This design comes from an exercise in tuning for small area and a short achievable clock period on the open sky130 flow, not from production work. Where RTL was checked, it was by simulation tests only, not by an equivalence proof against the original.

## sqrt_16s
module sqrt_16s (
    input         clk,
    input  [15:0] data_i,
    input         vld_i,
    output [15:0] data_o,
    output        vld_o
);
clock: 3.0 ns
lec_check: 0
abc_area: 1
cap_margin: 20
core_margin: 2
core_utilization: 40
setup_slack_margin: 1.1
slew_margin: 20
standard.sh (not shown) runs the stock make flow with config.mk's settings and CLKGATE_MAP_FILE= SYNTH_SCRIPT=/design/flow/synth_recipe.tcl, a recipe that flattens the netlist after the stock synthesis.
==> flow/flow/run.sh <==
#!/bin/bash
# The standard layout (standard.sh: ORFS from synthesis to the final layout) with:
#  - ADDER_MAP_FILE empty: Yosys does not extract full/half-adder cells, so ABC maps
#    all the logic itself (the registers are the same as in the standard synthesis);
#  - buf_2 cells as the input and output port buffers;
#  - a clock tree of clkbuf_8 cells without dummy loads.
# Everything ORFS prints goes to standard.log in this folder; each step's own log stays
# under orfs/logs/.
bash standard.sh \
  "ADDER_MAP_FILE=" \
  "BUFFER_PORTS_ARGS=-buffer_cell sky130_fd_sc_hd__buf_2" \
  "CTS_ARGS=-sink_clustering_enable -repair_clock_nets -dont_use_dummy_load -buf_list sky130_fd_sc_hd__clkbuf_8 -sink_clustering_size 14 -sink_clustering_max_diameter 50" \
  finish > standard.log 2>&1
Change:
==> flow/flow/run.sh (replaced) <==
#!/bin/bash
# The standard layout (the standard.sh: ORFS synthesis to final), with buf_2
# cells as the port buffers and a clock tree of clkbuf_8 without dummy loads.
bash standard.sh \
  "BUFFER_PORTS_ARGS=-buffer_cell sky130_fd_sc_hd__buf_2" \
  "CTS_ARGS=-sink_clustering_enable -repair_clock_nets -dont_use_dummy_load -buf_list sky130_fd_sc_hd__clkbuf_8 -sink_clustering_size 18 -sink_clustering_max_diameter 50" \
  finish > standard.log 2>&1
What happened: The changed run finished with timing, DRC and antenna clean. Via count is higher by about 1.3%. Wire length came out higher by about 1.7%.
Change:
--- a/flow/flow/run.sh
+++ b/flow/flow/run.sh
@@ -6 +6 @@
-  "CTS_ARGS=-sink_clustering_enable -repair_clock_nets -dont_use_dummy_load -buf_list sky130_fd_sc_hd__clkbuf_8 -sink_clustering_size 18 -sink_clustering_max_diameter 50" \
+  "CTS_ARGS=-sink_clustering_enable -repair_clock_nets -dont_use_dummy_load -buf_list sky130_fd_sc_hd__clkbuf_8 -sink_clustering_size 14 -sink_clustering_max_diameter 50" \
Die area is unchanged. Global-route usage grows by 0.23 points. Worst setup slack gains 0.0045 ns. Synthesized cell count stays the same. Flip-flop and latch count does not change. Routed wire length grows by 0.52%. Cell count is about the same.
Change:
--- a/flow/flow/run.sh
+++ b/flow/flow/run.sh
@@ -2,2 +2,7 @@
-# The standard layout (the standard.sh: ORFS synthesis to final), with buf_2
-# cells as the port buffers and a clock tree of clkbuf_8 without dummy loads.
+# The standard layout (standard.sh: ORFS from synthesis to the final layout) with:
+#  - ADDER_MAP_FILE empty: Yosys does not extract full/half-adder cells, so ABC maps
+#    all the logic itself (the registers are the same as in the standard synthesis);
+#  - buf_2 cells as the input and output port buffers;
+#  - a clock tree of clkbuf_8 cells without dummy loads.
+# Everything ORFS prints goes to standard.log in this folder; each step's own log stays
+# under orfs/logs/.
@@ -4,0 +10 @@
+  "ADDER_MAP_FILE=" \
- SETUP_SLACK_MARGIN: 1.1 -> 1.2
- cell area is higher by 0.84%
- wire length rises by 6.3%
- worst setup slack gains 0.029 ns
- critical path depth falls by 1
- cell count barely changes
- count of clock-buffer cells in the layout falls by 4
- fmax climbs by 1.7%
- global-route usage climbs by 0.14 points
Change:
--- a/flow/flow/run.sh
+++ b/flow/flow/run.sh
@@ -10 +10 @@
-  "ADDER_MAP_FILE=" \
+  "ADDER_MAP_FILE=" "SETUP_MOVE_SEQUENCE=unbuffer,sizeup,swap" \
Effect: Non-clock buffer count is lower by 25; setup slack got worse by 0.089 ns; core utilization goes down by 0.50 points; first-iteration DRC count rose by 5.5%; routed wire length falls by 5.4%; die area does not change; design area goes down by 1.1%.
No run of this note included a check of the RTL's function; only the layout flow was run.

========
Another version of the RTL of sqrt_16s (not shown whole).
Size in the first run: roughly 35 I/O pins, about 15000 sq um of cells after synthesis.
Settings: LEC_CHECK=0, ABC_AREA=1, CAP_MARGIN=20, CORE_MARGIN=2, CORE_UTILIZATION=40, SETUP_SLACK_MARGIN=1.6, SLEW_MARGIN=20; clock period 3.0 ns.
run.sh (not shown) runs the stock make flow with config.mk's settings and CLKGATE_MAP_FILE= SYNTH_SCRIPT=/design/flow/synth_recipe.tcl, a recipe that flattens the netlist after the stock synthesis.
Stock flow here: none of the scripts above is used.
Rerun with:
SETUP_SLACK_MARGIN = unset   (was 1.6)
What happened: The changed run went through all stages and came out clean; cell area goes down by 24%; non-clock buffer count decreases by 154; synthesized area stays the same; count of clock-buffer cells in the layout falls by 14; wire length decreases by 20%; die area is unchanged; sequential share of layout area went up by 8.6 points; register-to-register slack degrades by 0.51 ns; final cell count fell by 6.7%; clock skew goes down by 0.0082 ns.
No functional check of the RTL was part of any run of this note.

========
Another version of the RTL of sqrt_16s (not shown whole).
For scale: ~1400 cells after synthesis, about 280 flip-flops, about 11000 um^2 of cells after synthesis.
export LEC_CHECK = 0
export ABC_AREA = 1
export CAP_MARGIN = 20
export CORE_MARGIN = 2
export CORE_UTILIZATION = 40
export SETUP_SLACK_MARGIN = 1.1
export SLEW_MARGIN = 20
create_clock -name core_clock -period 3.0 [get_ports {clk}]
standard.sh (not shown) runs the stock make flow with config.mk's settings and CLKGATE_MAP_FILE= SYNTH_SCRIPT=/design/flow/synth_recipe.tcl, a recipe that flattens the netlist after the stock synthesis.
==> flow/flow/run.sh <==
#!/bin/bash
# The standard layout (the standard.sh: ORFS synthesis to final), with buf_2
# cells as the port buffers and a clock tree of clkbuf_8 without dummy loads.
bash standard.sh \
  "BUFFER_PORTS_ARGS=-buffer_cell sky130_fd_sc_hd__buf_2" \
  "CTS_ARGS=-sink_clustering_enable -repair_clock_nets -dont_use_dummy_load -buf_list {sky130_fd_sc_hd__clkbuf_4 sky130_fd_sc_hd__clkbuf_8} -sink_clustering_size 14 -sink_clustering_max_diameter 50" \
  finish > standard.log 2>&1
The starting point completed with no timing, DRC or antenna violations.
Then changed:
==> flow/flow/run.sh (replaced) <==
#!/bin/bash
# The standard layout (standard.sh: ORFS from synthesis to the final layout) with:
#  - ADDER_MAP_FILE empty: Yosys does not extract full/half-adder cells, so ABC maps
#    all the logic itself (the registers are the same as in the standard synthesis);
#  - buf_2 cells as the input and output port buffers;
#  - a clock tree of clkbuf_8 cells without dummy loads.
# Everything ORFS prints goes to standard.log in this folder; each step's own log stays
# under orfs/logs/.
bash standard.sh \
  "ADDER_MAP_FILE=" \
  "BUFFER_PORTS_ARGS=-buffer_cell sky130_fd_sc_hd__buf_2" \
  "CTS_ARGS=-sink_clustering_enable -repair_clock_nets -dont_use_dummy_load -buf_list sky130_fd_sc_hd__clkbuf_8 -sink_clustering_size 14 -sink_clustering_max_diameter 50" \
  finish > standard.log 2>&1
Settings changed: SETUP_SLACK_MARGIN 1.1 to 1.25.
Effect: Die area is lower by 0.82%. Synthesized area is lower by 0.84%. Setup slack improved by 0.049 ns. Core utilization is higher by 1.2 points. Clock-buffer cell count is lower by 1. Via count is higher by 2.0%. Cell count is about the same. Sequential share of layout area is lower by 0.77 points.
Then changed:
==> flow/flow/run.sh (replaced) <==
#!/bin/bash
# The standard layout, with buf_2 port buffers and a clock tree without dummy loads.
bash standard.sh \
  "BUFFER_PORTS_ARGS=-buffer_cell sky130_fd_sc_hd__buf_2" \
  "CTS_ARGS=-sink_clustering_enable -repair_clock_nets -dont_use_dummy_load -buf_list sky130_fd_sc_hd__clkbuf_8 -sink_clustering_size 14 -sink_clustering_max_diameter 50" \
  finish > standard.log 2>&1
Settings changed: CORE_UTILIZATION 40 to 60, SETUP_SLACK_MARGIN 1.25 to 1.1.
Worst hold slack got worse by 0.022 ns.
Synthesized cell count is higher by 1.6%.
Register-to-register slack got worse by 0.08 ns.
Routed wire length is lower by 4.6%.
Final area is lower by 3.8%.
Die area is lower by 32%.
Worst setup slack got worse by 0.077 ns.
Clock-buffer cell count is higher by 1.
Clock skew is higher by 0.017 ns.
Cell count is lower by 7.8%.
Then changed:
--- a/flow/flow/run.sh
+++ b/flow/flow/run.sh
@@ -1,4 +1,11 @@
 #!/bin/bash
-# The standard layout, with buf_2 port buffers and a clock tree without dummy loads.
+# The standard layout (standard.sh: ORFS from synthesis to the final layout) with:
+#  - ADDER_MAP_FILE empty: Yosys does not extract full/half-adder cells, so ABC maps
+#    all the logic itself (the registers are the same as in the standard synthesis);
+#  - buf_2 cells as the input and output port buffers;
+#  - a clock tree of clkbuf_8 cells without dummy loads.
+# Everything ORFS prints goes to standard.log in this folder; each step's own log stays
+# under orfs/logs/.
 bash standard.sh \
+  "ADDER_MAP_FILE=" \
   "BUFFER_PORTS_ARGS=-buffer_cell sky130_fd_sc_hd__buf_2" \
Settings changed: CORE_UTILIZATION 60 to 40, SETUP_SLACK_MARGIN 1.1 to 1.2.
The new run passed the timing, design-rule and antenna checks.
Synthesized area falls by 0.84%.
Wire length rises by 1.1%.
Count of clock-buffer cells in the layout falls by 2.
Flip-flop and latch count is unchanged.
Global-route usage falls by 6.7 points.
Worst hold slack improves by 0.022 ns.
Via count falls by 1.3%.
Core utilization falls by 22 points.

==> re-timing with driven ports <==
No port has a modelled driver above. Below, the same layouts with a new extraction and two added sets of constraints.
Step 1 assumes that a clkbuf_16 drives the clock port and a buf_2 every other input.
Step 2 adds t to the input delays and takes it off the output delays; t is the mean of the earliest and latest rising clock arrival at the registers after step 1. Input paths then give back, and output paths get back, about the clock's delay inside the block.
Slacks: no drivers / after step 1 / after step 2; pairs: no drivers / after step 1.
run	shift t [ns]	setup WS [ns]	worst setup path after step 2
the first run of note 1	0.585	1.253 / 1.253 / 0.837	input to register
the second run of note 1	0.600	1.233 / 1.233 / 0.701	input to register
the third run of note 1	0.542	1.237 / 1.253 / 0.720	input to register
the fourth run of note 1	0.589	1.266 / 1.266 / 0.826	input to register
the fifth run of note 1	0.589	1.176 / 1.176 / 0.828	input to register
the first run of note 2	0.603	1.118 / 1.118 / 1.118	register to register
the second run of note 2	0.576	0.612 / 0.612 / 0.612	register to register
the first run of note 3	0.590	1.241 / 1.241 / 0.681	input to register
the second run of note 3	0.591	1.290 / 1.290 / 0.934	input to register
the third run of note 3	0.583	1.213 / 1.213 / 0.719	input to register
the fourth run of note 3	0.570	1.317 / 1.317 / 0.996	input to register
After both steps every run listed still meets setup and hold. For the first run of note 3, which loses most, drivers alone change the setup slack by 0.000 ns; drivers and shift together by -0.560 ns.
